Background: an optimization exercise with open tools, aiming at small area. Do not read the settings as production practice. RTL that was checked went through simulation tests only; none was proved equivalent to the original. Power is estimated from default activity; no workload was simulated.

## run a
==> module mem_unit, before the edit <==
module mem_unit (
    input  logic       clk,
    input  logic [5:0] raddr,
    input  logic [5:0] waddr,
    input  logic [7:0] wdata,
    input  logic       we,
    output logic [7:0] rdata
);
    logic [7:0] mem [0:63];
    logic [7:0] wlo, whi;
    logic [7:0] rlo, rhi;
    always_comb begin
        for (int i = 0; i < 8; i++) begin
            wlo[i] = we && waddr[2:0] == i;
            whi[i] = waddr[5:3] == i;
            rlo[i] = raddr[2:0] == i;
            rhi[i] = raddr[5:3] == i;
        end
    end
    genvar wi;
    generate
        for (wi = 0; wi < 64; wi++) begin : g_word
            always_ff @(posedge clk) begin
                if (wlo[wi % 8] && whi[wi / 8]) mem[wi] <= wdata;
            end
        end
    endgenerate
    logic [63:0] sel;
    always_comb begin
        for (int i = 0; i < 64; i++) sel[i] = rlo[i % 8] & rhi[i / 8];
    end
    genvar bi, k;
    generate
        for (bi = 0; bi < 8; bi++) begin : g_bit
            logic [21:0] part;
            for (k = 0; k < 21; k++) begin : g_slice
                ao222_slice S (
                    .s(sel[3 * k + 2 : 3 * k]),
                    .d({mem[3 * k + 2][bi], mem[3 * k + 1][bi], mem[3 * k][bi]}),
                    .y(part[k])
                );
            end
            assign part[21] = ~(sel[63] & mem[63][bi]);
            assign rdata[bi] = ~&part;
        end
    endgenerate
endmodule
==> flow/config.mk <==
export PLATFORM = sky130hd
export DESIGN_NAME = tt_um_ieeeuoftasic_simproc
export DESIGN_NICKNAME = tt_um_ieeeuoftasic_simproc
export VERILOG_FILES = /design/flow/design.v
export SDC_FILE = /design/flow/constraint.sdc
export NUM_CORES = 4
export LEC_CHECK = 0
export CAP_MARGIN = 20
export CORE_MARGIN = 2
export CORE_UTILIZATION = 65
export CTS_BUF_LIST = sky130_fd_sc_hd__clkbuf_8
export CTS_CLUSTER_DIAMETER = 50
export CTS_CLUSTER_SIZE = 16
export SLEW_MARGIN = 20
export SYNTH_HIERARCHICAL = 1
==> flow/constraint.sdc <==
create_clock -name core_clock -period 20.0 [get_ports {clk}]
set_input_delay 4.0000 -clock core_clock [delete_from_list [all_inputs] [get_ports {clk}]]
set_output_delay 4.0000 -clock core_clock [all_outputs]
set_load 0.01 [all_outputs]
run.sh (not shown) runs the stock make flow with config.mk's settings and CLKGATE_MAP_FILE= SYNTH_SCRIPT=/design/flow/synth_recipe.tcl, a recipe that flattens the netlist after the stock synthesis.
Modified inputs, run b compared to run a
diff --git a/flow/design.v b/flow/design.v
--- a/flow/design.v
+++ b/flow/design.v
@@ -329,25 +329,11 @@
 );
     logic [7:0] mem [0:63];
-    logic [7:0] wlo, whi;
-    logic [7:0] rlo, rhi;
-    always_comb begin
-        for (int i = 0; i < 8; i++) begin
-            wlo[i] = we && waddr[2:0] == i;
-            whi[i] = waddr[5:3] == i;
-            rlo[i] = raddr[2:0] == i;
-            rhi[i] = raddr[5:3] == i;
-        end
+    always_ff @(posedge clk) begin
+        if (we) mem[waddr] <= wdata;
     end
-    genvar wi;
-    generate
-        for (wi = 0; wi < 64; wi++) begin : g_word
-            always_ff @(posedge clk) begin
-                if (wlo[wi % 8] && whi[wi / 8]) mem[wi] <= wdata;
-            end
-        end
-    endgenerate
     logic [63:0] sel;
     always_comb begin
-        for (int i = 0; i < 64; i++) sel[i] = rlo[i % 8] & rhi[i / 8];
+        sel = 64'd0;
+        sel[raddr] = 1'b1;
     end
     genvar bi, k;
==> comparison <==
- Run b -> run a: antenna diode instance count delta 0, exact match
- Number of distinct library cells after synthesis (run b / run a): 1.10
- Total power of run b is higher than that of run a.
- Compared run a against run b; fraction of synthesized cell area in xor and xnor cells within noise.
- Proportion of cell area occupied by registers in run b vs run a: down 1.7 points
- When the final numbers for run b and run a were put side by side, the final cell count without fillers turned out to be greater in run b.
- For the least setup slack across all paths after layout, run b came in 600 ps lower than run a did.
- Minimum setup slack after placement: run b < run a
- Run b vs run a — number of cell instances on the worst register-to-register path rose 8.
- Across both runs, clock buffer and inverter area fraction after layout was higher for run b than for run a.
- Run b has completed all stages; timing, DRC and antenna checks passed.
For run b, only the layout was checked, not whether the RTL still works.

========
tt_um_ieeeuoftasic_simproc again, from the RTL that the note above started with.
Settings: LEC_CHECK=0, CAP_MARGIN=20, CORE_MARGIN=2, CORE_UTILIZATION=65, CTS_BUF_LIST=sky130_fd_sc_hd__clkbuf_8, CTS_CLUSTER_DIAMETER=50, CTS_CLUSTER_SIZE=16, SLEW_MARGIN=20, SYNTH_HIERARCHICAL=1; clock period 20.0 ns.
standard.sh (not shown) runs the stock make flow with config.mk's settings and CLKGATE_MAP_FILE= SYNTH_SCRIPT=/design/flow/synth_recipe.tcl, a recipe that flattens the netlist after the stock synthesis.
==> flow/flow/run.sh <==
#!/bin/bash
set -euo pipefail
work=$(pwd)
here=$(cd "$(dirname "${BASH_SOURCE[0]}")" && pwd)

# The standard flow's synthesis script with the ABC mapping script swapped
{
  echo 'proc abc {args} {'
  echo '  set i [lsearch -exact $args -script]'
  echo '  if {$i >= 0} { lset args [expr {$i + 1}] $::env(AREA_ABC_SCRIPT) }'
  echo '  yosys abc {*}$args'
  echo '}'
  cat "$work/synth_recipe.tcl"
} > "$work/synth_area.tcl"

cts="-sink_clustering_enable -repair_clock_nets -sink_clustering_size 16"
cts="$cts -sink_clustering_max_diameter 50 -buf_list sky130_fd_sc_hd__clkbuf_8"
cts="$cts -dont_use_dummy_load"

bash "$work/standard.sh" \
  "SYNTH_SCRIPT=$work/synth_area.tcl" \
  "AREA_ABC_SCRIPT=$here/abc_area.script" \
  "CTS_ARGS=$cts" \
  finish > "$work/standard.log" 2>&1
==> flow/flow/abc_area.script <==
strash
&get -n
&fraig -x
&put
scorr
dc2
strash
&get -n
&dch -f
&nf -R 1000 -p
&put
Next try:
--- a/flow/design.v
+++ b/flow/design.v
@@ -8,34 +8,34 @@
     output logic                        uart_tx,
     output logic                        halt,
     output logic                        done
 );
     logic [7:0] u;
     assign u = clk_per_bit[9:2];
     logic       rx_done;
     logic [7:0] rx_byte;
     logic [7:0] pc, ad, rdata, wdata;
     logic [5:0] raddr, waddr;
-    logic       cpu_rd, run, uart_we, pc_set_wr, mem_we;
+    logic       cpu_rd, cpu_mid, run, uart_we, pc_set_wr, mem_we;
     uart_rx_unit RX (
         .clk(clk), .rst(rst), .u(u), .uart_rx(uart_rx),
         .rx_done(rx_done), .rx_byte(rx_byte)
     );
     cmd_unit CMD (
         .clk(clk), .rst(rst), .u(u), .rx_done(rx_done), .rx_byte(rx_byte),
-        .pc(pc), .cpu_rd(cpu_rd), .rdata(rdata),
+        .pc(pc), .cpu_rd(cpu_rd), .cpu_mid(cpu_mid), .rdata(rdata),
         .uart_tx(uart_tx), .run(run), .uart_we(uart_we), .pc_set_wr(pc_set_wr), .ad(ad)
     );
     cpu_unit CPU (
         .clk(clk), .rst(rst), .run(run), .uart_we(uart_we), .pc_set_wr(pc_set_wr),
         .ad(ad), .rdata(rdata), .rx_byte(rx_byte),
-        .pc(pc), .cpu_rd(cpu_rd), .halt(halt), .done(done),
+        .pc(pc), .cpu_rd(cpu_rd), .cpu_mid(cpu_mid), .halt(halt), .done(done),
         .raddr(raddr), .waddr(waddr), .wdata(wdata), .mem_we(mem_we)
     );
     mem_unit MEM (
         .clk(clk), .raddr(raddr), .waddr(waddr), .wdata(wdata), .we(mem_we),
         .rdata(rdata)
     );
 endmodule
 module uart_rx_unit (
     input  logic       clk,
     input  logic       rst,
@@ -88,35 +88,35 @@
     end
 endmodule
 module cmd_unit (
     input  logic       clk,
     input  logic       rst,
     input  logic [7:0] u,
     input  logic       rx_done,
     input  logic [7:0] rx_byte,
     input  logic [7:0] pc,
     input  logic       cpu_rd,
+    input  logic       cpu_mid,
     input  logic [7:0] rdata,
     output logic       uart_tx,
     output logic       run,
     output logic       uart_we,
     output logic       pc_set_wr,
     output logic [7:0] ad
 );
     localparam logic [2:0] S_WCMD = 3'd0, S_WADDR = 3'd1, S_WDATA = 3'd2, S_EXEC = 3'd3,
                            S_RESP = 3'd4, S_XMIT = 3'd5, S_XDONE = 3'd6, S_XFIN = 3'd7;
     localparam logic [3:0] K_NOP = 4'd0, K_READ = 4'd1, K_WRITE = 4'd2, K_PING = 4'd3,
                            K_RUN = 4'd4, K_HALT = 4'd5, K_STEP = 4'd6, K_SETPC = 4'd7,
                            K_GETPC = 4'd8;
     logic [2:0] cs;
     logic [3:0] ci;              
-    logic       late;            
     logic       run_reg, step_pulse;
     logic [9:0] tx_cnt;
     logic       tx_tick;
     logic [3:0] rx_code;
     always_comb begin
         case (rx_byte)
             8'hA3:   rx_code = K_READ;
             8'h5C:   rx_code = K_WRITE;
             8'hF0:   rx_code = K_PING;
             8'h3F:   rx_code = K_RUN;
@@ -137,21 +137,21 @@
     logic [7:0] resp_val;
     always_comb begin
         if (is_ping)       resp_val = 8'hAA;
         else if (is_getpc) resp_val = pc;
         else               resp_val = rdata;
     end
     logic       ad_en;
     logic [7:0] ad_d;
     assign ad_en = (cs == S_WADDR && rx_done)
                  || (exec && is_resp && !(is_read && cpu_rd))
-                 || (cs == S_RESP && late)
+                 || (cs == S_RESP && is_read && cpu_mid)
                  || (cs == S_XMIT && tx_tick && ci != 4'd0);
     assign ad_d  = (cs == S_WADDR) ? rx_byte : (cs == S_XMIT) ? {1'b1, ad[7:1]} : resp_val;
     always_ff @(posedge clk) begin
         if (rst) begin
             cs         <= S_WCMD;
             run_reg    <= 1'b0;
             step_pulse <= 1'b0;
             uart_tx    <= 1'b1;
         end else begin
             step_pulse <= exec && ci == K_STEP;
@@ -171,41 +171,41 @@
         end
     end
     always_ff @(posedge clk) begin
         case (cs)
             S_WCMD:  if (rx_done) ci <= rx_code;
             S_RESP:  ci <= 4'd0;
             S_XMIT:  if (tx_tick) ci <= ci + 4'd1;
             default: ;
         endcase
         if (ad_en) ad <= ad_d;
-        if (exec) late <= is_read && cpu_rd;
         if (cs == S_RESP || tx_tick)
             tx_cnt <= {u, 2'b00};
         else
             tx_cnt <= tx_cnt - 10'd1;
     end
     assign run       = step_pulse | run_reg;
     assign uart_we   = exec && ci == K_WRITE;
     assign pc_set_wr = exec && ci == K_SETPC;
 endmodule
 module cpu_unit (
     input  logic       clk,
     input  logic       rst,
     input  logic       run,
     input  logic       uart_we,
     input  logic       pc_set_wr,
     input  logic [7:0] ad,
     input  logic [7:0] rdata,
     input  logic [7:0] rx_byte,
     output logic [7:0] pc,
     output logic       cpu_rd,
+    output logic       cpu_mid,
     output logic       halt,
     output logic       done,
     output logic [5:0] raddr,
     output logic [5:0] waddr,
     output logic [7:0] wdata,
     output logic       mem_we
 );
     localparam logic [2:0] C_IDLE = 3'd0, C_1 = 3'd1, C_2 = 3'd2, C_3 = 3'd3,
                            C_4 = 3'd4, C_5 = 3'd5;
     logic [2:0] st;
@@ -240,20 +240,21 @@
             4'b1001: taken = !zf;
             4'b0101: taken = !nf;
             4'b1010: taken = zf;
             default: taken = 1'b1;
         endcase
     end
     logic in_c1, in_c3;
     assign in_c1  = (st == C_1);
     assign in_c3  = (st == C_3);
     assign cpu_rd = in_c1 || (in_c3 && op_load);
+    assign cpu_mid = (st == C_2) || (st == C_4 && op_load);
     always_comb begin
         case (st)
             C_3:     done = op_store || op_br;
             C_4:     done = !op_ori;
             C_5:     done = 1'b1;
             default: done = 1'b0;
         endcase
     end
     assign halt = (st == C_IDLE);
     logic cpu_we;
Effect: The new run finished with timing, DRC and antenna clean; first-iteration DRC count goes up by 1.5%; combinational power is about the same; sequential power hardly moves; via count goes down by about 0.5%; final cell count stays flat; design area stays the same; wire length is about the same; clock-buffer cell count goes up by 1; global-route usage goes up by 0.25 points; critical path depth goes down by 1; fmax goes down by 1.7%; core utilization stays the same.

==> afterwards: timing with drivers on the ports <==
The results above use ideal ports. As a check the final layouts listed here were re-extracted and re-timed, cells and wires unchanged. Step 1, drivers: a clkbuf_16 drives clk and a buf_2 each remaining input, both assumed. Step 2, shift: input delay + t, output delay - t, t = (earliest + latest rising clock arrival at the registers) / 2. This alone moves slack from input paths to output paths. Slacks: ideal ports / drivers / drivers and shift; pairs: ideal ports / drivers.
run	t, ns	setup slack, ns	hold WS [ns]	clock arrival spread, ns	slew at the worst register clock pin (ns)
run a	0.726	12.967 / 12.967 / 12.967	0.334 / 0.334 / 0.334	0.027 / 0.027	0.10 / 0.10
run b	0.720	12.363 / 12.363 / 12.363	0.342 / 0.342 / 0.342	0.035 / 0.036	0.10 / 0.10
the first run of note 2	0.682	12.849 / 12.849 / 12.849	0.339 / 0.339 / 0.339	0.088 / 0.088	0.10 / 0.10
the second run of note 2	0.669	12.727 / 12.727 / 12.727	0.333 / 0.333 / 0.333	0.109 / 0.109	0.10 / 0.10
After both steps setup and hold are still met in every run listed.
